This is an optimization exercise on Yosys and OpenROAD, whose aim is small area and a short achievable clock period, not a production implementation. The RTL was checked by simulation tests, not by an equivalence proof against the original design.

[flow/config.mk]
export PLATFORM = sky130hd
export DESIGN_NAME = processor
export DESIGN_NICKNAME = processor
export VERILOG_FILES = /design/flow/design.v
export SDC_FILE = /design/flow/constraint.sdc
export NUM_CORES = 4
export LEC_CHECK = 0
export ABC_AREA = 1
export CAP_MARGIN = 20
export CORE_MARGIN = 2
export CORE_UTILIZATION = 40
export CTS_BUF_LIST = sky130_fd_sc_hd__clkbuf_4 sky130_fd_sc_hd__clkbuf_8
export SETUP_SLACK_MARGIN = 4.8
export SLEW_MARGIN = 20
[flow/constraint.sdc]
create_clock -name core_clock -period 10.0 [get_ports {clk}]
set_input_delay 2.0000 -clock core_clock [delete_from_list [all_inputs] [get_ports {clk}]]
set_output_delay 2.0000 -clock core_clock [all_outputs]
set_load 0.01 [all_outputs]
[flow/design.v]
module alu (
    input  [31:0] m,        
    input  [31:0] acc,      
    input         sel_mul,  
    input         sel_m,    
    input         sel_a,    
    output [31:0] nx, ny
);
wire [17:0] b = {acc[15:0], 1'b0};
wire [7:0] one, two, ng;
genvar k;
generate for (k = 0; k < 8; k = k + 1) begin : enc
  assign one[k] = b[2*k+1] ^ b[2*k];
  assign two[k] = (b[2*k+2] & ~b[2*k+1] & ~b[2*k]) | (~b[2*k+2] & b[2*k+1] & b[2*k]);
  assign ng[k]  = b[2*k+2];
end endgenerate
wire [17:0] mx = {m[15], m[15:0], 1'b0};
wire pp0_0 = ((one[0] & mx[1]) | (two[0] & mx[0])) ^ ng[0];
wire pp0_1 = ((one[0] & mx[2]) | (two[0] & mx[1])) ^ ng[0];
wire pp0_2 = ((one[0] & mx[3]) | (two[0] & mx[2])) ^ ng[0];
wire pp0_3 = ((one[0] & mx[4]) | (two[0] & mx[3])) ^ ng[0];
wire pp0_4 = ((one[0] & mx[5]) | (two[0] & mx[4])) ^ ng[0];
wire pp0_5 = ((one[0] & mx[6]) | (two[0] & mx[5])) ^ ng[0];
wire pp0_6 = ((one[0] & mx[7]) | (two[0] & mx[6])) ^ ng[0];
wire pp0_7 = ((one[0] & mx[8]) | (two[0] & mx[7])) ^ ng[0];
wire pp0_8 = ((one[0] & mx[9]) | (two[0] & mx[8])) ^ ng[0];
wire pp0_9 = ((one[0] & mx[10]) | (two[0] & mx[9])) ^ ng[0];
wire pp0_10 = ((one[0] & mx[11]) | (two[0] & mx[10])) ^ ng[0];
wire pp0_11 = ((one[0] & mx[12]) | (two[0] & mx[11])) ^ ng[0];
wire pp0_12 = ((one[0] & mx[13]) | (two[0] & mx[12])) ^ ng[0];
wire pp0_13 = ((one[0] & mx[14]) | (two[0] & mx[13])) ^ ng[0];
wire pp0_14 = ((one[0] & mx[15]) | (two[0] & mx[14])) ^ ng[0];
wire pp0_15 = ((one[0] & mx[16]) | (two[0] & mx[15])) ^ ng[0];
wire pp0_16 = ~(((one[0] & mx[17]) | (two[0] & mx[16])) ^ ng[0]);
wire pp1_0 = ((one[1] & mx[1]) | (two[1] & mx[0])) ^ ng[1];
wire pp1_1 = ((one[1] & mx[2]) | (two[1] & mx[1])) ^ ng[1];
wire pp1_2 = ((one[1] & mx[3]) | (two[1] & mx[2])) ^ ng[1];
wire pp1_3 = ((one[1] & mx[4]) | (two[1] & mx[3])) ^ ng[1];
wire pp1_4 = ((one[1] & mx[5]) | (two[1] & mx[4])) ^ ng[1];
wire pp1_5 = ((one[1] & mx[6]) | (two[1] & mx[5])) ^ ng[1];
wire pp1_6 = ((one[1] & mx[7]) | (two[1] & mx[6])) ^ ng[1];
wire pp1_7 = ((one[1] & mx[8]) | (two[1] & mx[7])) ^ ng[1];
wire pp1_8 = ((one[1] & mx[9]) | (two[1] & mx[8])) ^ ng[1];
wire pp1_9 = ((one[1] & mx[10]) | (two[1] & mx[9])) ^ ng[1];
wire pp1_10 = ((one[1] & mx[11]) | (two[1] & mx[10])) ^ ng[1];
wire pp1_11 = ((one[1] & mx[12]) | (two[1] & mx[11])) ^ ng[1];
wire pp1_12 = ((one[1] & mx[13]) | (two[1] & mx[12])) ^ ng[1];
wire pp1_13 = ((one[1] & mx[14]) | (two[1] & mx[13])) ^ ng[1];
wire pp1_14 = ((one[1] & mx[15]) | (two[1] & mx[14])) ^ ng[1];
wire pp1_15 = ((one[1] & mx[16]) | (two[1] & mx[15])) ^ ng[1];
wire pp1_16 = ~(((one[1] & mx[17]) | (two[1] & mx[16])) ^ ng[1]);
wire pp2_0 = ((one[2] & mx[1]) | (two[2] & mx[0])) ^ ng[2];
wire pp2_1 = ((one[2] & mx[2]) | (two[2] & mx[1])) ^ ng[2];
wire pp2_2 = ((one[2] & mx[3]) | (two[2] & mx[2])) ^ ng[2];
wire pp2_3 = ((one[2] & mx[4]) | (two[2] & mx[3])) ^ ng[2];
wire pp2_4 = ((one[2] & mx[5]) | (two[2] & mx[4])) ^ ng[2];
wire pp2_5 = ((one[2] & mx[6]) | (two[2] & mx[5])) ^ ng[2];
wire pp2_6 = ((one[2] & mx[7]) | (two[2] & mx[6])) ^ ng[2];
wire pp2_7 = ((one[2] & mx[8]) | (two[2] & mx[7])) ^ ng[2];
wire pp2_8 = ((one[2] & mx[9]) | (two[2] & mx[8])) ^ ng[2];
wire pp2_9 = ((one[2] & mx[10]) | (two[2] & mx[9])) ^ ng[2];
wire pp2_10 = ((one[2] & mx[11]) | (two[2] & mx[10])) ^ ng[2];
wire pp2_11 = ((one[2] & mx[12]) | (two[2] & mx[11])) ^ ng[2];
wire pp2_12 = ((one[2] & mx[13]) | (two[2] & mx[12])) ^ ng[2];
wire pp2_13 = ((one[2] & mx[14]) | (two[2] & mx[13])) ^ ng[2];
wire pp2_14 = ((one[2] & mx[15]) | (two[2] & mx[14])) ^ ng[2];
wire pp2_15 = ((one[2] & mx[16]) | (two[2] & mx[15])) ^ ng[2];
wire pp2_16 = ~(((one[2] & mx[17]) | (two[2] & mx[16])) ^ ng[2]);
wire pp3_0 = ((one[3] & mx[1]) | (two[3] & mx[0])) ^ ng[3];
wire pp3_1 = ((one[3] & mx[2]) | (two[3] & mx[1])) ^ ng[3];
wire pp3_2 = ((one[3] & mx[3]) | (two[3] & mx[2])) ^ ng[3];
wire pp3_3 = ((one[3] & mx[4]) | (two[3] & mx[3])) ^ ng[3];
wire pp3_4 = ((one[3] & mx[5]) | (two[3] & mx[4])) ^ ng[3];
wire pp3_5 = ((one[3] & mx[6]) | (two[3] & mx[5])) ^ ng[3];
wire pp3_6 = ((one[3] & mx[7]) | (two[3] & mx[6])) ^ ng[3];
wire pp3_7 = ((one[3] & mx[8]) | (two[3] & mx[7])) ^ ng[3];
wire pp3_8 = ((one[3] & mx[9]) | (two[3] & mx[8])) ^ ng[3];
wire pp3_9 = ((one[3] & mx[10]) | (two[3] & mx[9])) ^ ng[3];
wire pp3_10 = ((one[3] & mx[11]) | (two[3] & mx[10])) ^ ng[3];
wire pp3_11 = ((one[3] & mx[12]) | (two[3] & mx[11])) ^ ng[3];
wire pp3_12 = ((one[3] & mx[13]) | (two[3] & mx[12])) ^ ng[3];
wire pp3_13 = ((one[3] & mx[14]) | (two[3] & mx[13])) ^ ng[3];
wire pp3_14 = ((one[3] & mx[15]) | (two[3] & mx[14])) ^ ng[3];
wire pp3_15 = ((one[3] & mx[16]) | (two[3] & mx[15])) ^ ng[3];
wire pp3_16 = ~(((one[3] & mx[17]) | (two[3] & mx[16])) ^ ng[3]);
wire pp4_0 = ((one[4] & mx[1]) | (two[4] & mx[0])) ^ ng[4];
wire pp4_1 = ((one[4] & mx[2]) | (two[4] & mx[1])) ^ ng[4];
wire pp4_2 = ((one[4] & mx[3]) | (two[4] & mx[2])) ^ ng[4];
wire pp4_3 = ((one[4] & mx[4]) | (two[4] & mx[3])) ^ ng[4];
wire pp4_4 = ((one[4] & mx[5]) | (two[4] & mx[4])) ^ ng[4];
wire pp4_5 = ((one[4] & mx[6]) | (two[4] & mx[5])) ^ ng[4];
wire pp4_6 = ((one[4] & mx[7]) | (two[4] & mx[6])) ^ ng[4];
wire pp4_7 = ((one[4] & mx[8]) | (two[4] & mx[7])) ^ ng[4];
wire pp4_8 = ((one[4] & mx[9]) | (two[4] & mx[8])) ^ ng[4];
wire pp4_9 = ((one[4] & mx[10]) | (two[4] & mx[9])) ^ ng[4];
wire pp4_10 = ((one[4] & mx[11]) | (two[4] & mx[10])) ^ ng[4];
wire pp4_11 = ((one[4] & mx[12]) | (two[4] & mx[11])) ^ ng[4];
wire pp4_12 = ((one[4] & mx[13]) | (two[4] & mx[12])) ^ ng[4];
wire pp4_13 = ((one[4] & mx[14]) | (two[4] & mx[13])) ^ ng[4];
wire pp4_14 = ((one[4] & mx[15]) | (two[4] & mx[14])) ^ ng[4];
wire pp4_15 = ((one[4] & mx[16]) | (two[4] & mx[15])) ^ ng[4];
wire pp4_16 = ~(((one[4] & mx[17]) | (two[4] & mx[16])) ^ ng[4]);
wire pp5_0 = ((one[5] & mx[1]) | (two[5] & mx[0])) ^ ng[5];
wire pp5_1 = ((one[5] & mx[2]) | (two[5] & mx[1])) ^ ng[5];
wire pp5_2 = ((one[5] & mx[3]) | (two[5] & mx[2])) ^ ng[5];
wire pp5_3 = ((one[5] & mx[4]) | (two[5] & mx[3])) ^ ng[5];
wire pp5_4 = ((one[5] & mx[5]) | (two[5] & mx[4])) ^ ng[5];
wire pp5_5 = ((one[5] & mx[6]) | (two[5] & mx[5])) ^ ng[5];
wire pp5_6 = ((one[5] & mx[7]) | (two[5] & mx[6])) ^ ng[5];
wire pp5_7 = ((one[5] & mx[8]) | (two[5] & mx[7])) ^ ng[5];
wire pp5_8 = ((one[5] & mx[9]) | (two[5] & mx[8])) ^ ng[5];
wire pp5_9 = ((one[5] & mx[10]) | (two[5] & mx[9])) ^ ng[5];
wire pp5_10 = ((one[5] & mx[11]) | (two[5] & mx[10])) ^ ng[5];
wire pp5_11 = ((one[5] & mx[12]) | (two[5] & mx[11])) ^ ng[5];
wire pp5_12 = ((one[5] & mx[13]) | (two[5] & mx[12])) ^ ng[5];
wire pp5_13 = ((one[5] & mx[14]) | (two[5] & mx[13])) ^ ng[5];
wire pp5_14 = ((one[5] & mx[15]) | (two[5] & mx[14])) ^ ng[5];
wire pp5_15 = ((one[5] & mx[16]) | (two[5] & mx[15])) ^ ng[5];
wire pp5_16 = ~(((one[5] & mx[17]) | (two[5] & mx[16])) ^ ng[5]);
wire pp6_0 = ((one[6] & mx[1]) | (two[6] & mx[0])) ^ ng[6];
wire pp6_1 = ((one[6] & mx[2]) | (two[6] & mx[1])) ^ ng[6];
wire pp6_2 = ((one[6] & mx[3]) | (two[6] & mx[2])) ^ ng[6];
wire pp6_3 = ((one[6] & mx[4]) | (two[6] & mx[3])) ^ ng[6];
wire pp6_4 = ((one[6] & mx[5]) | (two[6] & mx[4])) ^ ng[6];
wire pp6_5 = ((one[6] & mx[6]) | (two[6] & mx[5])) ^ ng[6];
wire pp6_6 = ((one[6] & mx[7]) | (two[6] & mx[6])) ^ ng[6];
wire pp6_7 = ((one[6] & mx[8]) | (two[6] & mx[7])) ^ ng[6];
wire pp6_8 = ((one[6] & mx[9]) | (two[6] & mx[8])) ^ ng[6];
wire pp6_9 = ((one[6] & mx[10]) | (two[6] & mx[9])) ^ ng[6];
wire pp6_10 = ((one[6] & mx[11]) | (two[6] & mx[10])) ^ ng[6];
wire pp6_11 = ((one[6] & mx[12]) | (two[6] & mx[11])) ^ ng[6];
wire pp6_12 = ((one[6] & mx[13]) | (two[6] & mx[12])) ^ ng[6];
wire pp6_13 = ((one[6] & mx[14]) | (two[6] & mx[13])) ^ ng[6];
wire pp6_14 = ((one[6] & mx[15]) | (two[6] & mx[14])) ^ ng[6];
wire pp6_15 = ((one[6] & mx[16]) | (two[6] & mx[15])) ^ ng[6];
wire pp6_16 = ~(((one[6] & mx[17]) | (two[6] & mx[16])) ^ ng[6]);
wire pp7_0 = ((one[7] & mx[1]) | (two[7] & mx[0])) ^ ng[7];
wire pp7_1 = ((one[7] & mx[2]) | (two[7] & mx[1])) ^ ng[7];
wire pp7_2 = ((one[7] & mx[3]) | (two[7] & mx[2])) ^ ng[7];
wire pp7_3 = ((one[7] & mx[4]) | (two[7] & mx[3])) ^ ng[7];
wire pp7_4 = ((one[7] & mx[5]) | (two[7] & mx[4])) ^ ng[7];
wire pp7_5 = ((one[7] & mx[6]) | (two[7] & mx[5])) ^ ng[7];
wire pp7_6 = ((one[7] & mx[7]) | (two[7] & mx[6])) ^ ng[7];
wire pp7_7 = ((one[7] & mx[8]) | (two[7] & mx[7])) ^ ng[7];
wire pp7_8 = ((one[7] & mx[9]) | (two[7] & mx[8])) ^ ng[7];
wire pp7_9 = ((one[7] & mx[10]) | (two[7] & mx[9])) ^ ng[7];
wire pp7_10 = ((one[7] & mx[11]) | (two[7] & mx[10])) ^ ng[7];
wire pp7_11 = ((one[7] & mx[12]) | (two[7] & mx[11])) ^ ng[7];
wire pp7_12 = ((one[7] & mx[13]) | (two[7] & mx[12])) ^ ng[7];
wire pp7_13 = ((one[7] & mx[14]) | (two[7] & mx[13])) ^ ng[7];
wire pp7_14 = ((one[7] & mx[15]) | (two[7] & mx[14])) ^ ng[7];
wire pp7_15 = ((one[7] & mx[16]) | (two[7] & mx[15])) ^ ng[7];
wire pp7_16 = ~(((one[7] & mx[17]) | (two[7] & mx[16])) ^ ng[7]);
wire ts5 = ng[6] ^ pp0_12;
wire s5 = ts5 ^ pp1_10;
wire c6 = (ng[6] & pp0_12) | (ts5 & pp1_10);
wire ts9 = pp0_13 ^ pp1_11;
wire s9 = ts9 ^ pp2_9;
wire c10 = (pp0_13 & pp1_11) | (ts9 & pp2_9);
wire ts13 = ng[7] ^ pp0_14;
wire s13 = ts13 ^ pp1_12;
wire c14 = (ng[7] & pp0_14) | (ts13 & pp1_12);
wire ts15 = pp2_10 ^ pp3_8;
wire s15 = ts15 ^ pp4_6;
wire c16 = (pp2_10 & pp3_8) | (ts15 & pp4_6);
wire ts19 = pp0_15 ^ pp1_13;
wire s19 = ts19 ^ pp2_11;
wire c20 = (pp0_15 & pp1_13) | (ts19 & pp2_11);
wire ts21 = pp3_9 ^ pp4_7;
wire s21 = ts21 ^ pp5_5;
wire c22 = (pp3_9 & pp4_7) | (ts21 & pp5_5);
wire ts25 = 1'b1 ^ pp0_16;
wire s25 = ts25 ^ pp1_14;
wire c26 = (1'b1 & pp0_16) | (ts25 & pp1_14);
wire ts27 = pp2_12 ^ pp3_10;
wire s27 = ts27 ^ pp4_8;
wire c28 = (pp2_12 & pp3_10) | (ts27 & pp4_8);
wire ts29 = pp5_6 ^ pp6_4;
wire s29 = ts29 ^ pp7_2;
wire c30 = (pp5_6 & pp6_4) | (ts29 & pp7_2);
wire ts31 = 1'b1 ^ pp1_15;
wire s31 = ts31 ^ pp2_13;
wire c32 = (1'b1 & pp1_15) | (ts31 & pp2_13);
wire ts33 = pp3_11 ^ pp4_9;
wire s33 = ts33 ^ pp5_7;
wire c34 = (pp3_11 & pp4_9) | (ts33 & pp5_7);
wire ts37 = pp1_16 ^ pp2_14;
wire s37 = ts37 ^ pp3_12;
wire c38 = (pp1_16 & pp2_14) | (ts37 & pp3_12);
wire ts39 = pp4_10 ^ pp5_8;
wire s39 = ts39 ^ pp6_6;
wire c40 = (pp4_10 & pp5_8) | (ts39 & pp6_6);
wire ts41 = 1'b1 ^ pp2_15;
wire s41 = ts41 ^ pp3_13;
wire c42 = (1'b1 & pp2_15) | (ts41 & pp3_13);
wire ts45 = pp2_16 ^ pp3_14;
wire s45 = ts45 ^ pp4_12;
wire c46 = (pp2_16 & pp3_14) | (ts45 & pp4_12);
wire ts53 = ng[4] ^ pp0_8;
wire s53 = ts53 ^ pp1_6;
wire c54 = (ng[4] & pp0_8) | (ts53 & pp1_6);
wire ts57 = pp0_9 ^ pp1_7;
wire s57 = ts57 ^ pp2_5;
wire c58 = (pp0_9 & pp1_7) | (ts57 & pp2_5);
wire ts61 = pp1_8 ^ pp2_6;
wire s61 = ts61 ^ pp3_4;
wire c62 = (pp1_8 & pp2_6) | (ts61 & pp3_4);
wire ts63 = pp4_2 ^ pp5_0;
wire s63 = ts63 ^ s1;
wire c64 = (pp4_2 & pp5_0) | (ts63 & s1);
wire ts65 = pp2_7 ^ pp3_5;
wire s65 = ts65 ^ pp4_3;
wire c66 = (pp2_7 & pp3_5) | (ts65 & pp4_3);
wire ts67 = pp5_1 ^ c2;
wire s67 = ts67 ^ s3;
wire c68 = (pp5_1 & c2) | (ts67 & s3);
wire ts69 = pp4_4 ^ pp5_2;
wire s69 = ts69 ^ pp6_0;
wire c70 = (pp4_4 & pp5_2) | (ts69 & pp6_0);
wire ts71 = c4 ^ s7;
wire s71 = ts71 ^ s5;
wire c72 = (c4 & s7) | (ts71 & s5);
wire ts73 = pp5_3 ^ pp6_1;
wire s73 = ts73 ^ c8;
wire c74 = (pp5_3 & pp6_1) | (ts73 & c8);
wire ts75 = s11 ^ c6;
wire s75 = ts75 ^ s9;
wire c76 = (s11 & c6) | (ts75 & s9);
wire ts77 = pp7_0 ^ c12;
wire s77 = ts77 ^ s17;
wire c78 = (pp7_0 & c12) | (ts77 & s17);
wire ts79 = c10 ^ s13;
wire s79 = ts79 ^ s15;
wire c80 = (c10 & s13) | (ts79 & s15);
wire ts81 = c18 ^ s23;
wire s81 = ts81 ^ c14;
wire c82 = (c18 & s23) | (ts81 & c14);
wire ts83 = c16 ^ s19;
wire s83 = ts83 ^ s21;
wire c84 = (c16 & s19) | (ts83 & s21);
wire ts85 = c24 ^ c20;
wire s85 = ts85 ^ c22;
wire c86 = (c24 & c20) | (ts85 & c22);
wire ts87 = s25 ^ s27;
wire s87 = ts87 ^ s29;
wire c88 = (s25 & s27) | (ts87 & s29);
wire ts89 = s35 ^ c26;
wire s89 = ts89 ^ c28;
wire c90 = (s35 & c26) | (ts89 & c28);
wire ts91 = c30 ^ s31;
wire s91 = ts91 ^ s33;
wire c92 = (c30 & s31) | (ts91 & s33);
wire ts93 = pp7_4 ^ c36;
wire s93 = ts93 ^ c32;
wire c94 = (pp7_4 & c36) | (ts93 & c32);
wire ts95 = c34 ^ s37;
wire s95 = ts95 ^ s39;
wire c96 = (c34 & s37) | (ts95 & s39);
wire ts97 = pp6_7 ^ pp7_5;
wire s97 = ts97 ^ s43;
wire c98 = (pp6_7 & pp7_5) | (ts97 & s43);
wire ts99 = c38 ^ c40;
wire s99 = ts99 ^ s41;
wire c100 = (c38 & c40) | (ts99 & s41);
wire ts101 = pp5_10 ^ pp6_8;
wire s101 = ts101 ^ pp7_6;
wire c102 = (pp5_10 & pp6_8) | (ts101 & pp7_6);
wire ts103 = c44 ^ c42;
wire s103 = ts103 ^ s45;
wire c104 = (c44 & c42) | (ts103 & s45);
wire ts105 = pp4_13 ^ pp5_11;
wire s105 = ts105 ^ pp6_9;
wire c106 = (pp4_13 & pp5_11) | (ts105 & pp6_9);
wire ts107 = pp7_7 ^ s47;
wire s107 = ts107 ^ c46;
wire c108 = (pp7_7 & s47) | (ts107 & c46);
wire ts109 = pp3_16 ^ pp4_14;
wire s109 = ts109 ^ pp5_12;
wire c110 = (pp3_16 & pp4_14) | (ts109 & pp5_12);
wire ts111 = pp6_10 ^ pp7_8;
wire s111 = ts111 ^ c48;
wire c112 = (pp6_10 & pp7_8) | (ts111 & c48);
wire ts113 = 1'b1 ^ pp4_15;
wire s113 = ts113 ^ pp5_13;
wire c114 = (1'b1 & pp4_15) | (ts113 & pp5_13);
wire ts117 = pp4_16 ^ pp5_14;
wire s117 = ts117 ^ pp6_12;
wire c118 = (pp4_16 & pp5_14) | (ts117 & pp6_12);
wire ts125 = pp1_4 ^ pp2_2;
wire s125 = ts125 ^ pp3_0;
wire c126 = (pp1_4 & pp2_2) | (ts125 & pp3_0);
wire ts127 = pp2_3 ^ pp3_1;
wire s127 = ts127 ^ c50;
wire c128 = (pp2_3 & pp3_1) | (ts127 & c50);
wire ts129 = pp4_0 ^ c52;
wire s129 = ts129 ^ s55;
wire c130 = (pp4_0 & c52) | (ts129 & s55);
wire ts131 = c56 ^ s59;
wire s131 = ts131 ^ c54;
wire c132 = (c56 & s59) | (ts131 & c54);
wire ts133 = c60 ^ c58;
wire s133 = ts133 ^ s61;
wire c134 = (c60 & c58) | (ts133 & s61);
wire ts135 = c62 ^ s65;
wire s135 = ts135 ^ c64;
wire c136 = (c62 & s65) | (ts135 & c64);
wire ts137 = c66 ^ s69;
wire s137 = ts137 ^ c68;
wire c138 = (c66 & s69) | (ts137 & c68);
wire ts139 = c70 ^ s73;
wire s139 = ts139 ^ c72;
wire c140 = (c70 & s73) | (ts139 & c72);
wire ts141 = c74 ^ s77;
wire s141 = ts141 ^ c76;
wire c142 = (c74 & s77) | (ts141 & c76);
wire ts143 = c78 ^ c80;
wire s143 = ts143 ^ s81;
wire c144 = (c78 & c80) | (ts143 & s81);
wire ts145 = c82 ^ c84;
wire s145 = ts145 ^ s85;
wire c146 = (c82 & c84) | (ts145 & s85);
wire ts147 = c86 ^ c88;
wire s147 = ts147 ^ s89;
wire c148 = (c86 & c88) | (ts147 & s89);
wire ts149 = c90 ^ c92;
wire s149 = ts149 ^ s93;
wire c150 = (c90 & c92) | (ts149 & s93);
wire ts151 = s97 ^ c94;
wire s151 = ts151 ^ c96;
wire c152 = (s97 & c94) | (ts151 & c96);
wire ts153 = s101 ^ c98;
wire s153 = ts153 ^ c100;
wire c154 = (s101 & c98) | (ts153 & c100);
wire ts155 = c102 ^ s105;
wire s155 = ts155 ^ c104;
wire c156 = (c102 & s105) | (ts155 & c104);
wire ts157 = c106 ^ s109;
wire s157 = ts157 ^ s111;
wire c158 = (c106 & s109) | (ts157 & s111);
wire ts159 = s115 ^ c110;
wire s159 = ts159 ^ s113;
wire c160 = (s115 & c110) | (ts159 & s113);
wire ts161 = pp7_10 ^ c116;
wire s161 = ts161 ^ c114;
wire c162 = (pp7_10 & c116) | (ts161 & c114);
wire ts163 = pp6_13 ^ pp7_11;
wire s163 = ts163 ^ s119;
wire c164 = (pp6_13 & pp7_11) | (ts163 & s119);
wire ts165 = pp5_16 ^ pp6_14;
wire s165 = ts165 ^ pp7_12;
wire c166 = (pp5_16 & pp6_14) | (ts165 & pp7_12);
wire ts173 = pp1_2 ^ pp2_0;
wire s173 = ts173 ^ s121;
wire c174 = (pp1_2 & pp2_0) | (ts173 & s121);
wire ts175 = pp2_1 ^ c122;
wire s175 = ts175 ^ s123;
wire c176 = (pp2_1 & c122) | (ts175 & s123);
wire ts177 = c124 ^ s49;
wire s177 = ts177 ^ s125;
wire c178 = (c124 & s49) | (ts177 & s125);
wire ts179 = s51 ^ c126;
wire s179 = ts179 ^ s127;
wire c180 = (s51 & c126) | (ts179 & s127);
wire ts181 = s53 ^ c128;
wire s181 = ts181 ^ s129;
wire c182 = (s53 & c128) | (ts181 & s129);
wire ts183 = s57 ^ c130;
wire s183 = ts183 ^ s131;
wire c184 = (s57 & c130) | (ts183 & s131);
wire ts185 = s63 ^ c132;
wire s185 = ts185 ^ s133;
wire c186 = (s63 & c132) | (ts185 & s133);
wire ts187 = s67 ^ c134;
wire s187 = ts187 ^ s135;
wire c188 = (s67 & c134) | (ts187 & s135);
wire ts189 = s71 ^ c136;
wire s189 = ts189 ^ s137;
wire c190 = (s71 & c136) | (ts189 & s137);
wire ts191 = s75 ^ c138;
wire s191 = ts191 ^ s139;
wire c192 = (s75 & c138) | (ts191 & s139);
wire ts193 = s79 ^ c140;
wire s193 = ts193 ^ s141;
wire c194 = (s79 & c140) | (ts193 & s141);
wire ts195 = s83 ^ c142;
wire s195 = ts195 ^ s143;
wire c196 = (s83 & c142) | (ts195 & s143);
wire ts197 = s87 ^ c144;
wire s197 = ts197 ^ s145;
wire c198 = (s87 & c144) | (ts197 & s145);
wire ts199 = s91 ^ c146;
wire s199 = ts199 ^ s147;
wire c200 = (s91 & c146) | (ts199 & s147);
wire ts201 = s95 ^ c148;
wire s201 = ts201 ^ s149;
wire c202 = (s95 & c148) | (ts201 & s149);
wire ts203 = s99 ^ c150;
wire s203 = ts203 ^ s151;
wire c204 = (s99 & c150) | (ts203 & s151);
wire ts205 = s103 ^ c152;
wire s205 = ts205 ^ s153;
wire c206 = (s103 & c152) | (ts205 & s153);
wire ts207 = s107 ^ c154;
wire s207 = ts207 ^ s155;
wire c208 = (s107 & c154) | (ts207 & s155);
wire ts209 = c108 ^ s157;
wire s209 = ts209 ^ c156;
wire c210 = (c108 & s157) | (ts209 & c156);
wire ts211 = c112 ^ s159;
wire s211 = ts211 ^ c158;
wire c212 = (c112 & s159) | (ts211 & c158);
wire ts213 = s117 ^ c160;
wire s213 = ts213 ^ s161;
wire c214 = (s117 & c160) | (ts213 & s161);
wire ts215 = c118 ^ s163;
wire s215 = ts215 ^ c162;
wire c216 = (c118 & s163) | (ts215 & c162);
wire ts217 = c120 ^ s165;
wire s217 = ts217 ^ c164;
wire c218 = (c120 & s165) | (ts217 & c164);
wire ts219 = pp7_13 ^ s167;
wire s219 = ts219 ^ c166;
wire c220 = (pp7_13 & s167) | (ts219 & c166);
wire ts221 = pp6_16 ^ pp7_14;
wire s221 = ts221 ^ c168;
wire c222 = (pp6_16 & pp7_14) | (ts221 & c168);
wire s1 = ng[5] ^ pp0_10;
wire c2 = ng[5] & pp0_10;
wire s3 = pp0_11 ^ pp1_9;
wire c4 = pp0_11 & pp1_9;
wire s7 = pp2_8 ^ pp3_6;
wire c8 = pp2_8 & pp3_6;
wire s11 = pp3_7 ^ pp4_5;
wire c12 = pp3_7 & pp4_5;
wire s17 = pp5_4 ^ pp6_2;
wire c18 = pp5_4 & pp6_2;
wire s23 = pp6_3 ^ pp7_1;
wire c24 = pp6_3 & pp7_1;
wire s35 = pp6_5 ^ pp7_3;
wire c36 = pp6_5 & pp7_3;
wire s43 = pp4_11 ^ pp5_9;
wire c44 = pp4_11 & pp5_9;
wire s47 = 1'b1 ^ pp3_15;
wire c48 = 1'b1 & pp3_15;
wire s49 = ng[3] ^ pp0_6;
wire c50 = ng[3] & pp0_6;
wire s51 = pp0_7 ^ pp1_5;
wire c52 = pp0_7 & pp1_5;
wire s55 = pp2_4 ^ pp3_2;
wire c56 = pp2_4 & pp3_2;
wire s59 = pp3_3 ^ pp4_1;
wire c60 = pp3_3 & pp4_1;
wire s115 = pp6_11 ^ pp7_9;
wire c116 = pp6_11 & pp7_9;
wire s119 = 1'b1 ^ pp5_15;
wire c120 = 1'b1 & pp5_15;
wire s121 = ng[2] ^ pp0_4;
wire c122 = ng[2] & pp0_4;
wire s123 = pp0_5 ^ pp1_3;
wire c124 = pp0_5 & pp1_3;
wire s167 = 1'b1 ^ pp6_15;
wire c168 = 1'b1 & pp6_15;
wire s169 = ng[1] ^ pp0_2;
wire c170 = ng[1] & pp0_2;
wire s171 = pp0_3 ^ pp1_1;
wire c172 = pp0_3 & pp1_1;
wire s223 = 1'b1 ^ pp7_15;
wire c224 = 1'b1 & pp7_15;
wire [31:0] tx = {1'b1, c224, c222, c220, c218, c216, c214, c212, c210, c208, c206, c204, c202, c200, c198, c196, c194, c192, c190, c188, c186, c184, c182, c180, c178, c176, c174, c172, c170, s169, pp0_1, ng[0]};
wire [31:0] ty = {1'b0, pp7_16, s223, s221, s219, s217, s215, s213, s211, s209, s207, s205, s203, s201, s199, s197, s195, s193, s191, s189, s187, s185, s183, s181, s179, s177, s175, s173, s171, pp1_0, 1'b0, pp0_0};
assign nx = sel_mul ? tx : (m & {32{sel_m}});
assign ny = sel_mul ? ty : (acc & {32{sel_a}});
endmodule
module add12 (
    input  [11:0] a, b,
    output [11:0] s,
    output        co
);
wire [11:0] g = a & b;
wire [11:0] p = a ^ b;
wire G11_10 = g[11] | (p[11] & g[10]);
wire P11_10 = p[11] & p[10];
wire G10_9 = g[10] | (p[10] & g[9]);
wire P10_9 = p[10] & p[9];
wire G9_8 = g[9] | (p[9] & g[8]);
wire P9_8 = p[9] & p[8];
wire G8_7 = g[8] | (p[8] & g[7]);
wire P8_7 = p[8] & p[7];
wire G7_6 = g[7] | (p[7] & g[6]);
wire P7_6 = p[7] & p[6];
wire G6_5 = g[6] | (p[6] & g[5]);
wire P6_5 = p[6] & p[5];
wire G5_4 = g[5] | (p[5] & g[4]);
wire P5_4 = p[5] & p[4];
wire G4_3 = g[4] | (p[4] & g[3]);
wire P4_3 = p[4] & p[3];
wire G3_2 = g[3] | (p[3] & g[2]);
wire P3_2 = p[3] & p[2];
wire G2_1 = g[2] | (p[2] & g[1]);
wire P2_1 = p[2] & p[1];
wire G1_0 = g[1] | (p[1] & g[0]);
wire P1_0 = p[1] & p[0];
wire G11_8 = G11_10 | (P11_10 & G9_8);
wire P11_8 = P11_10 & P9_8;
wire G10_7 = G10_9 | (P10_9 & G8_7);
wire P10_7 = P10_9 & P8_7;
wire G9_6 = G9_8 | (P9_8 & G7_6);
wire P9_6 = P9_8 & P7_6;
wire G8_5 = G8_7 | (P8_7 & G6_5);
wire P8_5 = P8_7 & P6_5;
wire G7_4 = G7_6 | (P7_6 & G5_4);
wire P7_4 = P7_6 & P5_4;
wire G6_3 = G6_5 | (P6_5 & G4_3);
wire P6_3 = P6_5 & P4_3;
wire G5_2 = G5_4 | (P5_4 & G3_2);
wire P5_2 = P5_4 & P3_2;
wire G4_1 = G4_3 | (P4_3 & G2_1);
wire P4_1 = P4_3 & P2_1;
wire G3_0 = G3_2 | (P3_2 & G1_0);
wire P3_0 = P3_2 & P1_0;
wire G2_0 = G2_1 | (P2_1 & g[0]);
wire P2_0 = P2_1 & p[0];
wire G11_4 = G11_8 | (P11_8 & G7_4);
wire P11_4 = P11_8 & P7_4;
wire G10_3 = G10_7 | (P10_7 & G6_3);
wire P10_3 = P10_7 & P6_3;
wire G9_2 = G9_6 | (P9_6 & G5_2);
wire P9_2 = P9_6 & P5_2;
wire G8_1 = G8_5 | (P8_5 & G4_1);
wire P8_1 = P8_5 & P4_1;
wire G7_0 = G7_4 | (P7_4 & G3_0);
wire P7_0 = P7_4 & P3_0;
wire G6_0 = G6_3 | (P6_3 & G2_0);
wire P6_0 = P6_3 & P2_0;
wire G5_0 = G5_2 | (P5_2 & G1_0);
wire P5_0 = P5_2 & P1_0;
wire G4_0 = G4_1 | (P4_1 & g[0]);
wire P4_0 = P4_1 & p[0];
wire G11_0 = G11_4 | (P11_4 & G3_0);
wire P11_0 = P11_4 & P3_0;
wire G10_0 = G10_3 | (P10_3 & G2_0);
wire P10_0 = P10_3 & P2_0;
wire G9_0 = G9_2 | (P9_2 & G1_0);
wire P9_0 = P9_2 & P1_0;
wire G8_0 = G8_1 | (P8_1 & g[0]);
wire P8_0 = P8_1 & p[0];
wire [12:0] cy;
assign cy[0] = 1'b0;
assign cy[1] = g[0];
assign cy[2] = G1_0;
assign cy[3] = G2_0;
assign cy[4] = G3_0;
assign cy[5] = G4_0;
assign cy[6] = G5_0;
assign cy[7] = G6_0;
assign cy[8] = G7_0;
assign cy[9] = G8_0;
assign cy[10] = G9_0;
assign cy[11] = G10_0;
assign cy[12] = G11_0;
assign s = p ^ cy[11:0];
assign co = cy[12];
endmodule
module add20c (
    input  [19:0] a, b,
    input         ci,
    output [19:0] s
);
wire [19:0] g = a & b;
wire [19:0] p = a ^ b;
wire G1_0 = g[1] | (p[1] & g[0]);
wire P1_0 = p[1] & p[0];
wire G3_2 = g[3] | (p[3] & g[2]);
wire P3_2 = p[3] & p[2];
wire G5_4 = g[5] | (p[5] & g[4]);
wire P5_4 = p[5] & p[4];
wire G7_6 = g[7] | (p[7] & g[6]);
wire P7_6 = p[7] & p[6];
wire G9_8 = g[9] | (p[9] & g[8]);
wire P9_8 = p[9] & p[8];
wire G11_10 = g[11] | (p[11] & g[10]);
wire P11_10 = p[11] & p[10];
wire G13_12 = g[13] | (p[13] & g[12]);
wire P13_12 = p[13] & p[12];
wire G15_14 = g[15] | (p[15] & g[14]);
wire P15_14 = p[15] & p[14];
wire G17_16 = g[17] | (p[17] & g[16]);
wire P17_16 = p[17] & p[16];
wire G19_18 = g[19] | (p[19] & g[18]);
wire P19_18 = p[19] & p[18];
wire G3_0 = G3_2 | (P3_2 & G1_0);
wire P3_0 = P3_2 & P1_0;
wire G7_4 = G7_6 | (P7_6 & G5_4);
wire P7_4 = P7_6 & P5_4;
wire G11_8 = G11_10 | (P11_10 & G9_8);
wire P11_8 = P11_10 & P9_8;
wire G15_12 = G15_14 | (P15_14 & G13_12);
wire P15_12 = P15_14 & P13_12;
wire G19_16 = G19_18 | (P19_18 & G17_16);
wire P19_16 = P19_18 & P17_16;
wire G7_0 = G7_4 | (P7_4 & G3_0);
wire P7_0 = P7_4 & P3_0;
wire G15_8 = G15_12 | (P15_12 & G11_8);
wire P15_8 = P15_12 & P11_8;
wire G15_0 = G15_8 | (P15_8 & G7_0);
wire P15_0 = P15_8 & P7_0;
wire G11_0 = G11_8 | (P11_8 & G7_0);
wire P11_0 = P11_8 & P7_0;
wire G19_0 = G19_16 | (P19_16 & G15_0);
wire P19_0 = P19_16 & P15_0;
wire G5_0 = G5_4 | (P5_4 & G3_0);
wire P5_0 = P5_4 & P3_0;
wire G9_0 = G9_8 | (P9_8 & G7_0);
wire P9_0 = P9_8 & P7_0;
wire G13_0 = G13_12 | (P13_12 & G11_0);
wire P13_0 = P13_12 & P11_0;
wire G17_0 = G17_16 | (P17_16 & G15_0);
wire P17_0 = P17_16 & P15_0;
wire G2_0 = g[2] | (p[2] & G1_0);
wire P2_0 = p[2] & P1_0;
wire G4_0 = g[4] | (p[4] & G3_0);
wire P4_0 = p[4] & P3_0;
wire G6_0 = g[6] | (p[6] & G5_0);
wire P6_0 = p[6] & P5_0;
wire G8_0 = g[8] | (p[8] & G7_0);
wire P8_0 = p[8] & P7_0;
wire G10_0 = g[10] | (p[10] & G9_0);
wire P10_0 = p[10] & P9_0;
wire G12_0 = g[12] | (p[12] & G11_0);
wire P12_0 = p[12] & P11_0;
wire G14_0 = g[14] | (p[14] & G13_0);
wire P14_0 = p[14] & P13_0;
wire G16_0 = g[16] | (p[16] & G15_0);
wire P16_0 = p[16] & P15_0;
wire G18_0 = g[18] | (p[18] & G17_0);
wire P18_0 = p[18] & P17_0;
wire [20:0] cy;
assign cy[0] = ci;
assign cy[1] = g[0] | (p[0] & ci);
assign cy[2] = G1_0 | (P1_0 & ci);
assign cy[3] = G2_0 | (P2_0 & ci);
assign cy[4] = G3_0 | (P3_0 & ci);
assign cy[5] = G4_0 | (P4_0 & ci);
assign cy[6] = G5_0 | (P5_0 & ci);
assign cy[7] = G6_0 | (P6_0 & ci);
assign cy[8] = G7_0 | (P7_0 & ci);
assign cy[9] = G8_0 | (P8_0 & ci);
assign cy[10] = G9_0 | (P9_0 & ci);
assign cy[11] = G10_0 | (P10_0 & ci);
assign cy[12] = G11_0 | (P11_0 & ci);
assign cy[13] = G12_0 | (P12_0 & ci);
assign cy[14] = G13_0 | (P13_0 & ci);
assign cy[15] = G14_0 | (P14_0 & ci);
assign cy[16] = G15_0 | (P15_0 & ci);
assign cy[17] = G16_0 | (P16_0 & ci);
assign cy[18] = G17_0 | (P17_0 & ci);
assign cy[19] = G18_0 | (P18_0 & ci);
assign cy[20] = G19_0 | (P19_0 & ci);
assign s = p ^ cy[19:0];
endmodule
module processor
#(
	parameter DATA_WIDTH 	= 32,
	parameter OPCODE_WIDTH 	= 4,
	parameter ALU_OP_WIDTH  = 3,
	parameter DATAMEM_WIDTH = 8,
	parameter INSADDR_WIDTH	= 8,
	parameter INS_WIDTH		= OPCODE_WIDTH + DATAMEM_WIDTH
)
(
	input          clk, rst,
	input          [	INS_WIDTH-1:0] 	instr,
	output         [INSADDR_WIDTH-1:0] 	instr_addr,
	output         mem_wr,
	output         [ DATAMEM_WIDTH-1:0]	mem_addr,
	input  signed  [	DATA_WIDTH-1:0] mem_data_in,
	output signed  [	DATA_WIDTH-1:0] mem_data_out
);
wire [3:0]  op      = instr[11:8];
wire [7:0]  operand = instr[7:0];
wire [15:0] d = 16'd1 << op;
wire sel_mul = d[4] | d[11];
wire sel_m   = d[1] | d[3] | d[9] | d[10];
wire sel_a   = ~(d[1] | d[9] | d[4] | d[11]);
wire push    = d[8];
wire pop     = d[9] | d[10] | d[11];
reg  [11:0] acc_lo;            
reg  [19:0] acc_hx, acc_hy;    
reg         acc_hc;
wire [19:0] acc_hi;
wire [DATA_WIDTH-1:0] acc = {acc_hi, acc_lo};
add20c acc_add (.a(acc_hx), .b(acc_hy), .ci(acc_hc), .s(acc_hi));
wire [DATA_WIDTH-1:0] nx, ny;
alu alu (.m(mem_data_in), .acc(acc), .sel_mul(sel_mul), .sel_m(sel_m),
         .sel_a(sel_a), .nx(nx), .ny(ny));
wire [11:0] lo_sum;
wire        lo_carry;
add12 lo_add (.a(nx[11:0]), .b(ny[11:0]), .s(lo_sum), .co(lo_carry));
always @ (posedge clk or posedge rst) begin
	if (rst) begin
		acc_lo <= 12'd0;
		acc_hx <= 20'd0;
		acc_hy <= 20'd0;
		acc_hc <= 1'b0;
	end else begin
		acc_lo <= lo_sum;
		acc_hx <= nx[31:12];
		acc_hy <= ny[31:12];
		acc_hc <= lo_carry;
	end
end
wire nzero   = |acc;
wire pc_load = d[7] | (d[5] & nzero) | (d[6] & ~nzero);
reg [7:0] pc;
always @ (posedge clk or posedge rst) begin
	if (rst)
		pc <= 8'd0;
	else
		pc <= pc_load ? operand : pc + 8'd1;
end
reg  [7:0] top;                   
wire [7:0] top_dec = top - 8'd1;  
wire [7:0] top_inc = top + 8'd1;  
always @ (posedge clk or posedge rst) begin
	if (rst)
		top <= 8'd0;              
	else if (push)
		top <= top_dec;
	else if (pop)
		top <= top_inc;
end
assign instr_addr   = pc;
assign mem_data_out = acc;
assign mem_wr       = d[2] | d[8];
assign mem_addr     = op[3] ? ((op[1] | op[0]) ? top : top_dec) : operand;
endmodule
[flow/flow/run.sh]
#!/bin/bash
# Layout flow: the standard flow (standard.sh: ORFS synthesis to final
# layout, unchanged), with the port buffers made of plain buffers
# (sky130_fd_sc_hd__buf_N) instead of the delay buffer the resizer picks by
# default. Every input and output port still gets its own buffer.
export BUFFER_PORTS_ARGS="-buffer_cell sky130_fd_sc_hd__buf_${PORT_BUF:-2}"
bash standard.sh > standard.log 2>&1
[flow/standard.sh]
#!/bin/bash
# synth_recipe.tcl (not shown) runs the flow's synth.tcl, then flattens the netlist and writes it again
# the make line also repeats each setting of config.mk as NAME=value (left out here)
make -C /OpenROAD-flow-scripts/flow DESIGN_CONFIG=/design/flow/config.mk WORK_HOME=/design/flow/orfs CLKGATE_MAP_FILE= SYNTH_SCRIPT=/design/flow/synth_recipe.tcl "${@:-finish}"
==> out/summary.txt, run 1 <==
vias in the first global route - 8454
Top-Level Pins - 95
RR Endpoint - acc_hy[5]$_DFF_PP0_
Hold Fails Final Rpt - 0
Rows - 55
FF+latch area - 0.00173 mm^2
Fmax achieved - 197 MHz
Mapped Area - 0.00933 mm^2
non-filler cells, final - 1552
Worst Path Max Fanout - 17
maxcap violations - 0
Worst R2R Path Depth - 13
Total GRT Usage - 24.4%
Post-DP HPWL - 21300 um
crit path DAT - 5.36 ns
global route overflow - 0
Reg clk slew, reported paths - 0.08 ns
fin nets - 1424
syn_nets - 1355
Critical R2R Launch - acc_hc$_DFF_PP0_
via/cell ratio - 5.52
cell depth of the worst min-delay path - 1
most area-hungry cell type in the Yosys netlist - fa_1
post-synth top area share - 19.1%
die height - 157 um
initial antenna violation count - 0
core area - 0.0228 mm^2
top_reg_cell synth - dfrtp_1
Initial Util - 40.9%
Post-synth EDFFs - 0
CTS root buffer - clkbuf_8
multi-input logic area - 0.00682 mm^2
total number of vias - 8568
Fillers - 2287
final WL - 29200 um
placed cell area - 0.0100 mm^2
Iter 0 DRT Violations - 835
RSZ-0062 raised after global routing - yes
drt pass-1 iters - 5
CTS tree - yes
total CTS buffers - 9
IO Port Bufs - 94
asr flop ratio synth - 100%
first-pass GRT wire length - 46200 um
clock skew - 0.0157 ns
count leader, synth - nand2_1
Max clock buf depth - 2
Critical Path End Type - flop
Sum Neg Setup Slack - 0 ns
R2R setup slack - 5.19 ns
ANT cells - 0
routed len/inst - 18.8 um
Area growth, synth to finish - 12.2%
total clock sinks - 69
Post-synth top cells - nand2_1, xor2_1, o22ai_1
crit start category - input pin
Setup violations, final - 0
max-slew violations - 0
gpl congestion - 0.905
Routed Antenna Nets - 0
Tcrit/Tclk final - 50.8%
clock latency (worst-skew pair) - 0.36 ns
Worst Hold End - top[0]$_DFFE_PP0P_
Worst Setup Path Type - in2reg
status - complete, no violations
largest net degree at the start of global routing - 70
HP Class - reg2reg
htree depth - 3
Avg Inst Size Synth - 8.00 um^2
cell count after synthesis - 1165
top cells by area, synth - fa_1, dfrtp_1, xor2_1
post-layout min period - 5.08 ns
Die Width - 157 um
post-route core utilization - 45.9%
DRC - 0
HP Start - top[0]$_DFFE_PP0P_
Post-Place Cells - 1521
Synth Register Bits - 69
die area - 0.0246 mm^2
layout cell share with drive strength beyond 1 - 15.8%
Worst-Margin Slew - 0.897 ns
Design Area, Final - 0.0105 mm^2
Netlist cell types - 43
Worst slew margin - 40.2%
YS warnings - 1
register area share after synthesis - 18.5%
worst endpoint required time - 10.28 ns
## state kept, by name, summed over array words and instances (netlist names)
register / cells
acc_hx: 20
pc: 8
acc_lo: 12
acc_hc: 1
acc_hy: 20
top: 8
## per-stage QoR
stage                     setup slack, ns  hold slack [ns]
after floorplan                      4.80            0.489
after global placement               3.22            0.539
after detailed placement             3.03            0.540
after CTS                            4.80            0.552
after global routing                 4.75            0.589
final                                4.92            0.555
## metal layers
layer	vias up	global-route usage (%)	part of all wire (%)
li1	4010	-	-
met1	4082	34.4	44
met2	428	37.3	44
met3	48	5.04	9.3
met4	0	8.13	2.6
met5	-	0	0
## worst max-delay path by stage
stage	startpoint	to	slack, ns	depth (start not counted)
5_1_grt	instr[11]	acc_hc$_DFF_PP0_	4.75	23
3_5_place_dp	instr[11]	acc_lo[11]$_DFF_PP0_	3.03	22
6_report	mem_data_in[12]	acc_hy[5]$_DFF_PP0_	4.92	9
4_1_cts	mem_data_in[10]	acc_lo[11]$_DFF_PP0_	4.80	14
2_1_floorplan	mem_data_in[3]	acc_lo[11]$_DFF_PP0_	4.80	18
3_3_place_gp	instr[11]	acc_lo[11]$_DFF_PP0_	3.22	22
## kinds of logic (layout without fill, tap and decap cells)
group / Yosys count / after routing / synth area share (%)
AOI/OAI and AO/OA: 259 / 259 / 16.6
xor gates and xnor gates: 151 / 151 / 14.3
adders and majority gates: 144 / 144 / 26.5
buffers and inverters: 215 / 289 / 8.75
DFF: 69 / 69 / 18.5
and+or+nand+nor: 327 / 327 / 15.3
## placed cells by master (no fill, tap or decap), drive strengths merged, types with 2 or more instances in the layout
| master | netlist | final |
|---|---|---|
| nand2 | 204 | 204 |
| xor2 | 146 | 146 |
| inv | 135 | 141 |
| o22ai | 137 | 137 |
| buf | 20 | 120 |
| fa | 89 | 89 |
| o21ai | 74 | 74 |
| dfrtp | 69 | 69 |
| nor2 | 61 | 61 |
| ha | 55 | 55 |
| nand3 | 35 | 35 |
| a21oi | 24 | 24 |
| nand4 | 17 | 17 |
| clkbuf | 43 | 14 |
| clkinvlp | 0 | 8 |
| a22o | 7 | 7 |
| o211ai | 7 | 7 |
| clkinv | 17 | 5 |
| xnor2 | 5 | 5 |
| nor3 | 4 | 4 |
| nand3b | 4 | 4 |
| o21bai | 2 | 2 |
| nor4 | 2 | 2 |
## repair_timing
action | in CTS | in global routing
hold buffers | 0 | 0
setup endpoints to repair | 27 | 9
hold endpoints to repair | 0 | 0
pin swaps | 2 | 0
buffers inserted | 8 | 7
gates resized for setup | 16 | 25
## area by class of cell
cell class	instances	share of cell area, %
Clock inverter	3	0.406
Clock buffer	13	1.65
Timing Repair Buffer	121	6.65
Tap cell	313	3.74
Sequential cell	69	16.5
Inverter	152	5.94
Multi-Input combinational cell	881	65.1
## worst max-delay path: stages
cell and delay, ns:
buf_2 0.08, clkinv_1 0.53, o22ai_1 0.41, xor2_1 0.24
fa_1 0.49, fa_1 0.46, fa_1 0.54, fa_1 0.43
o22ai_1 0.17
==> run 2, diff against run 1 <==
--- a/flow/config.mk
+++ b/flow/config.mk
@@ -11,4 +11,4 @@
 export CORE_UTILIZATION = 40
 export CTS_BUF_LIST = sky130_fd_sc_hd__clkbuf_4 sky130_fd_sc_hd__clkbuf_8
-export SETUP_SLACK_MARGIN = 4.8
+export SETUP_SLACK_MARGIN = 5
 export SLEW_MARGIN = 20
==> run 2 against run 1 <==
Still clean. Non-clock buffer count did not move. Synthesized cell count did not move. First-iteration DRC count fell by 4.3%. Maximum frequency rose by 3.3%. Register-to-register slack barely moved. Worst setup slack improved by 0.16 ns. Largest cell class unchanged. Highest routed layer unchanged.
==> out/summary.txt, run 2 <==
top cells by area, synth - fa_1, dfrtp_1, xor2_1 (unchanged)
post-synth top area share - 19.1% (unchanged)
Area growth, synth to finish - 13.2% (was 12.2%)
count leader, synth - nand2_1 (unchanged)
post-route core utilization - 46.3% (was 45.9%)
Rows - 55 (unchanged)
Worst Path Max Fanout - 15 (was 17)
Routed Antenna Nets - 0 (unchanged)
Post-synth top cells - nand2_1, xor2_1, o22ai_1 (unchanged)
clock latency (worst-skew pair) - 0.36 ns (about the same)
largest net degree at the start of global routing - 70 (unchanged)
cell count after synthesis - 1165 (unchanged)
Die Width - 157 um (unchanged)
gpl congestion - 0.921 (was 0.905)
Total GRT Usage - 24.3% (was 24.4%)
Hold-fix buffers, CTS - 0 (unchanged)
Mapped Area - 0.00933 mm^2 (unchanged)
most area-hungry cell type in the Yosys netlist - fa_1 (unchanged)
vias in the first global route - 8340 (was 8454)
Top-Level Pins - 95 (unchanged)
total CTS buffers - 9 (unchanged)
setup ws final - 5.08 ns (was 4.92 ns)
post-layout min period - 4.92 ns (was 5.08 ns)
crit start category - input pin (unchanged)
maxcap violations - 0 (unchanged)
Synth Area in XOR/XNOR - 14.3% (unchanged)
Critical Path End Type - output port (was flop)
routed len/inst - 18.8 um (about the same)
top_reg_cell synth - dfrtp_1 (unchanged)
Synth Register Bits - 69 (unchanged)
cell depth of the worst min-delay path - 1 (unchanged)
dpl ws - 3.03 ns (about the same)
htree depth - 3 (unchanged)
area fraction in compound gates after synthesis - 16.6% (unchanged)
total clock sinks - 69 (unchanged)
via/cell ratio - 5.50 (was 5.52)
R2R setup slack - 5.19 ns (about the same)
layout cell share with drive strength beyond 1 - 16.7% (was 15.8%)
Max clock buf depth - 2 (unchanged)
leading cell type in the layout, fill and taps excluded - nand2_1 (unchanged)
Adder-Cell Fraction of Synth Area - 26.5% (unchanged)
core area - 0.0228 mm^2 (unchanged)
initial antenna violation count - 0 (unchanged)
clock skew - 0.0106 ns (was 0.0157 ns)
HP Class - reg2reg (unchanged)
DRC - 0 (unchanged)
post-synthesis mux area share - 0% (unchanged)
first-pass GRT wire length - 46200 um (about the same)
max-slew violations - 0 (unchanged)
Fmax achieved - 203 MHz (was 197 MHz)
Avg Inst Size Synth - 8.00 um^2 (unchanged)
drt pass-1 iters - 7 (was 5)
IO Port Bufs - 94 (unchanged)
YS warnings - 1 (unchanged)
Sum Neg Setup Slack - 0 ns (unchanged)
CTS tree - yes (unchanged)
Tcrit/Tclk final - 49.2% (was 50.8%)
largest family of logic cells by synthesized area - adder cells (unchanged)
Critical R2R Launch - acc_lo[5]$_DFF_PP0_ (was acc_hc$_DFF_PP0_)
RSZ-0062 raised after global routing - yes (unchanged)
Critical Path Source - instr[8] (was mem_data_in[12])
Worst R2R Path Depth - 18 (was 13)
total number of vias - 8542 (was 8568)
Worst slew margin - 39.2% (was 40.2%)
global route overflow - 0 (unchanged)
RR Endpoint - acc_lo[11]$_DFF_PP0_ (was acc_hy[5]$_DFF_PP0_)
worst endpoint required time - 8.00 ns (was 10.28 ns)
Netlist cell types - 43 (unchanged)
die area - 0.0246 mm^2 (unchanged)
asr flop ratio synth - 100% (unchanged)
register area share after synthesis - 18.5% (unchanged)
Post-DP HPWL - 21400 um (was 21300 um)
status - complete, no violations (unchanged)
fin nets - 1424 (unchanged)
die height - 157 um (unchanged)
crit path DAT - 2.92 ns (was 5.36 ns)
Initial Util - 40.9% (unchanged)
Post-synth EDFFs - 0 (unchanged)
Largest regs - acc_hx x20, acc_hy x20, acc_lo x12 (unchanged)
final WL - 29200 um (about the same)
Setup violations, final - 0 (unchanged)
simple-gate portion of the synthesized area - 15.3% (unchanged)
Hold Fails Final Rpt - 0 (unchanged)
most frequent cells in the layout - nand2_1, xor2_1, o22ai_1 (unchanged)
Worst Hold End - top[0]$_DFFE_PP0P_ (unchanged)
HP Start - top[0]$_DFFE_PP0P_ (unchanged)
CTS root buffer - clkbuf_8 (unchanged)
Iter 0 DRT Violations - 799 (was 835)
syn_nets - 1355 (unchanged)
Worst-Margin Slew - 0.911 ns (was 0.897 ns)
Reg clk slew, reported paths - 0.09 ns (was 0.08 ns)
Worst Setup Path Type - in2out (was in2reg)
run 2: logic make-up after synthesis:
group | count (synthesis)
simple gates | 327
compound gates | 259
buf+inv | 215
xor+xnor | 151
fa+ha+maj | 144
flops | 69
run 2: metal layers:
| layer | part of all wire [%] | vias up | global-route usage, % | routed length [um] |
|---|---|---|---|---|
| met1 | 45 | 4113 | 35.0 | 13200 |
| met2 | 45 | 380 | 37.9 | 13000 |
| met3 | 8.7 | 42 | 4.29 | 2540 |
| met5 | 0 | - | 0 | 0 |
| li1 | - | 4007 | - | - |
| met4 | 1.5 | 0 | 6.12 | 434 |
run 2: repair_timing:
action	in CTS	in global routing
buffers inserted	8	8
resized for setup	25	37
setup endpoints to repair	34	20
cloned	0	0
pin swaps	2	2
endpoints found under the hold margin	0	0
run 2: critical path, stage by stage:
cell and delay, ns:
buf_2 0.15, nor2_4 0.15, buf_8 0.16, nand3_1 0.12, o211ai_1 0.11, nand2_1 0.07
buf_2 0.14
run 2: worst max-delay path by stage:
| stage | endpoint | slack (ns) | cells past startpoint |
|---|---|---|---|
| floorplan | acc_hc$_DFF_PP0_ | 4.97 | 22 |
| global placement | acc_hc$_DFF_PP0_ | 3.18 | 23 |
| detailed placement | acc_hc$_DFF_PP0_ | 3.03 | 23 |
| CTS | acc_hc$_DFF_PP0_ | 4.92 | 16 |
| global route | acc_lo[11]$_DFF_PP0_ | 4.88 | 19 |
| finish | mem_addr[5] | 5.08 | 7 |
run 2: area by class of cell:
| class | count | area (um^2) |
|---|---|---|
| well taps | 313 | 392 |
| repair buffers | 121 | 703 |
| multi-input cells | 881 | 6850 |
| fillers | 2269 | 12200 |
| flip-flops and latches | 69 | 1730 |
| inverters | 152 | 656 |
| clock inverters | 7 | 100 |
| diodes | 1 | 2.50 |
| clock buffers | 9 | 124 |
run 2: metrics by stage:
stage	cell area [um^2]	hold slack, ns	instances
after global routing	10600	0.570	1552
after floorplan	9350	0.489	1165
after global placement	10000	0.522	1520
after detailed placement	10000	0.537	1520
final	10600	0.550	1553
after CTS	10400	0.552	1544
==> run 3, diff against run 2 <==
--- a/flow/config.mk
+++ b/flow/config.mk
@@ -9,5 +9,5 @@
 export CAP_MARGIN = 20
 export CORE_MARGIN = 2
-export CORE_UTILIZATION = 40
+export CORE_UTILIZATION = 50
 export CTS_BUF_LIST = sky130_fd_sc_hd__clkbuf_4 sky130_fd_sc_hd__clkbuf_8
 export SETUP_SLACK_MARGIN = 5
==> run 3 against run 2 <==
Die area down 20%. Hold slack worse by 0.0034 ns. Still clean on timing, DRC and antenna. Critical endpoint is now mem_addr[0]. Register-to-register slack about the same. Cell count down 5.5%. First-iteration DRC count down 13%. Critical path type unchanged. Clock skew up 0.0054 ns. Sequential cell count unchanged. Non-clock buffer count up 1. Routed wire length down 1.8%. Critical path depth down 1.
==> out/summary.txt, run 3 <==
status - complete, no violations (unchanged)
htree depth - 3 (unchanged)
via/cell ratio - 5.84 (was 5.50)
global route overflow - 0 (unchanged)
Synth Register Bits - 69 (unchanged)
cell depth of the worst min-delay path - 1 (unchanged)
CTS tree - yes (unchanged)
Reg clk slew, reported paths - 0.08 ns (was 0.09 ns)
Setup violations, final - 0 (unchanged)
clock latency (worst-skew pair) - 0.35 ns (was 0.36 ns)
clock skew - 0.0160 ns (was 0.0106 ns)
final WL - 28700 um (was 29200 um)
count leader, synth - nand2_1 (unchanged)
post-route core utilization - 57.4% (was 46.3%)
RSZ-0062 raised after global routing - yes (unchanged)
Fillers - 1728 (was 2269)
met1 usage in global routing - 42.8% (was 35.0%)
CP Buf/Inv Count - 3 (unchanged)
most frequent cells in the layout - nand2_1, xor2_1, o22ai_1 (unchanged)
IO Port Bufs - 94 (unchanged)
Avg Inst Size Synth - 8.00 um^2 (unchanged)
CTS root buffer - clkbuf_8 (unchanged)
post-synth top area share - 19.1% (unchanged)
max-slew violations - 0 (unchanged)
top_reg_cell synth - dfrtp_1 (unchanged)
routed len/inst - 19.5 um (was 18.8 um)
Critical R2R Launch - acc_lo[7]$_DFF_PP0_ (was acc_lo[5]$_DFF_PP0_)
top cells by area, synth - fa_1, dfrtp_1, xor2_1 (unchanged)
placed cell area - 0.00992 mm^2 (was 0.0100 mm^2)
Initial Util - 51.4% (was 40.9%)
Hold-fix buffers, CTS - 0 (unchanged)
Tcrit/Tclk final - 49.7% (was 49.2%)
Worst R2R Path Depth - 17 (was 18)
Max clock buf depth - 2 (unchanged)
Die Width - 141 um (was 157 um)
Worst slew margin - 41.1% (was 39.2%)
Rows - 49 (was 55)
Area growth, synth to finish - 11.6% (was 13.2%)
Design Area, Final - 0.0104 mm^2 (was 0.0106 mm^2)
Post-synth top cells - nand2_1, xor2_1, o22ai_1 (unchanged)
vias in the first global route - 8359 (was 8340)
Critical Path End Type - output port (unchanged)
FF+latch area - 0.00173 mm^2 (unchanged)
met2 Track Usage GR - 46.4% (was 37.9%)
Worst Path Max Fanout - 15 (unchanged)
crit start category - input pin (unchanged)
Netlist cell types - 43 (unchanged)
drt pass-1 iters - 5 (was 7)
setup ws final - 5.03 ns (was 5.08 ns)
gpl congestion - 0.921 (about the same)
total number of vias - 8573 (was 8542)
gate family responsible for the most delay along the worst path - buffers and inverters (unchanged)
M3 GR Usage - 5.95% (was 4.29%)
register area share after synthesis - 18.5% (unchanged)
HP Start - top[0]$_DFFE_PP0P_ (unchanged)
Routed Antenna Nets - 0 (unchanged)
Worst path max stage delay - 0.25 ns (was 0.16 ns)
post-layout min period - 4.97 ns (was 4.92 ns)
total CTS buffers - 9 (unchanged)
Sum Neg Setup Slack - 0 ns (unchanged)
largest net degree at the start of global routing - 70 (unchanged)
CP dominant cell by count - buf_2 (unchanged)
Mapped Area - 0.00933 mm^2 (unchanged)
Slowest-stage cell, CP - a31oi_1 (was buf_8)
initial antenna violation count - 0 (unchanged)
dpl ws - 3.05 ns (was 3.03 ns)
Hold Fails Final Rpt - 0 (unchanged)
total clock sinks - 69 (unchanged)
Fmax achieved - 201 MHz (was 203 MHz)
Critical Path Source - instr[8] (unchanged)
most area-hungry cell type in the Yosys netlist - fa_1 (unchanged)
Iter 0 DRT Violations - 698 (was 799)
Worst Hold End - top[0]$_DFFE_PP0P_ (unchanged)
die area - 0.0198 mm^2 (was 0.0246 mm^2)
worst endpoint required time - 8.00 ns (about the same)
most crowded layer after global routing - met2 (unchanged)
DRC - 0 (unchanged)
Total GRT Usage - 29.7% (was 24.3%)
Post-synth EDFFs - 0 (unchanged)
maxcap violations - 0 (unchanged)
fin nets - 1425 (was 1424)
Worst Setup Path Type - in2out (unchanged)
syn_nets - 1355 (unchanged)
Post-DP HPWL - 20900 um (was 21400 um)
R2R setup slack - 5.19 ns (about the same)
ANT cells - 0 (was 1)
die height - 141 um (was 157 um)
Top-Level Pins - 95 (unchanged)
multi-input logic area - 0.00684 mm^2 (was 0.00685 mm^2)
worst path cell trace - buf_2 -> nor2_4 -> buf_6 -> nand2_1 -> a31oi_1 -> buf_2 (was buf_2 -> nor2_4 -> buf_8 -> nand3_1 -> o211ai_1 -> nand2_1 -> buf_2)
Worst-Margin Slew - 0.883 ns (was 0.911 ns)
first-pass GRT wire length - 46000 um (was 46200 um)
crit path DAT - 2.97 ns (was 2.92 ns)
asr flop ratio synth - 100% (unchanged)
cell count after synthesis - 1165 (unchanged)
RR Endpoint - acc_hc$_DFF_PP0_ (was acc_lo[11]$_DFF_PP0_)
layout cell share with drive strength beyond 1 - 16.7% (unchanged)
Largest regs - acc_hx x20, acc_hy x20, acc_lo x12 (unchanged)
core area - 0.0181 mm^2 (was 0.0228 mm^2)
leading cell type in the layout, fill and taps excluded - nand2_1 (unchanged)
HP Class - reg2reg (unchanged)
YS warnings - 1 (unchanged)
[run 3: worst max path at each step]
stage / cells after the start / to / slack, ns
2_1_floorplan: 22 / acc_hc$_DFF_PP0_ / 4.97
3_3_place_gp: 23 / acc_hc$_DFF_PP0_ / 3.16
3_5_place_dp: 22 / acc_lo[11]$_DFF_PP0_ / 3.05
4_1_cts: 18 / acc_lo[11]$_DFF_PP0_ / 4.96
5_1_grt: 16 / acc_hc$_DFF_PP0_ / 4.90
6_report: 6 / mem_addr[0] / 5.03
[run 3: kinds of logic after synthesis]
logic type	Yosys count	share of synthesized area (%)
buffers and inverters	215	8.75
XOR/XNOR	151	14.3
AND/OR/NAND/NOR	327	15.3
adder cells (fa/ha/maj)	144	26.5
flip-flops	69	18.5
AO/OA/AOI/OAI	259	16.6
[run 3: cell type report]
type                            instances  share of cell area (%)
Clock buffer                           12                    1.53
Clock inverter                          3                   0.204
Inverter                              152                    6.32
Multi-Input combinational cell        881                    65.7
Sequential cell                        69                    16.6
Tap cell                              229                    2.75
Timing Repair Buffer                  122                    6.87
[run 3: stage by stage]
stage | hold slack, ns | cells
2_1_floorplan | 0.489 | 1165
5_1_grt | 0.566 | 1468
4_1_cts | 0.548 | 1463
3_5_place_dp | 0.533 | 1436
3_3_place_gp | 0.516 | 1436
6_report | 0.547 | 1468
[run 3: routing by layer]
| metal | wire, um | up-vias |
|---|---|---|
| li1 | - | 4007 |
| met3 | 2400 | 42 |
| met4 | 444 | 0 |
| met1 | 12800 | 4143 |
| met5 | 0 | - |
| met2 | 13100 | 381 |
[run 3: repair_timing]
item,4_1_cts,5_1_grt
setup buffers,12,5
hold endpoints to repair,0,0
resized for setup,21,40
pin swaps,2,2
setup endpoints to repair,32,20

## static timing again, ports no longer ideal
In the flow no input, the clock included, has a driving cell. The finished layouts below were timed again as built, in two steps.
Step 1, drivers: a clkbuf_16 drives clk and a buf_2 each remaining input, both assumed.
Step 2 adds t to the input delays and takes it off the output delays; t is the mean of the earliest and latest rising clock arrival at the registers after step 1. Input paths then give back, and output paths get back, about the clock's delay inside the block.
Three values: ideal, step 1, step 2; two values: the first two.
run | shift t [ns] | slack for setup (ns) | clock arrival spread, ns | worst register clock-pin slew, ns | worst slew at a driven data input, ns
run 1 | 0.393 | 4.921 / 4.947 / 4.554 | 0.016 / 0.016 | 0.08 / 0.08 | 0.05
run 2 | 0.401 | 5.084 / 5.053 / 4.712 | 0.011 / 0.011 | 0.09 / 0.09 | 0.05
run 3 | 0.385 | 5.029 / 5.005 / 4.707 | 0.016 / 0.016 | 0.08 / 0.08 | 0.04
After both steps setup and hold are still met in every run listed. For run 2, which loses most, drivers alone change the setup slack by -0.031 ns; drivers and shift together by -0.372 ns.
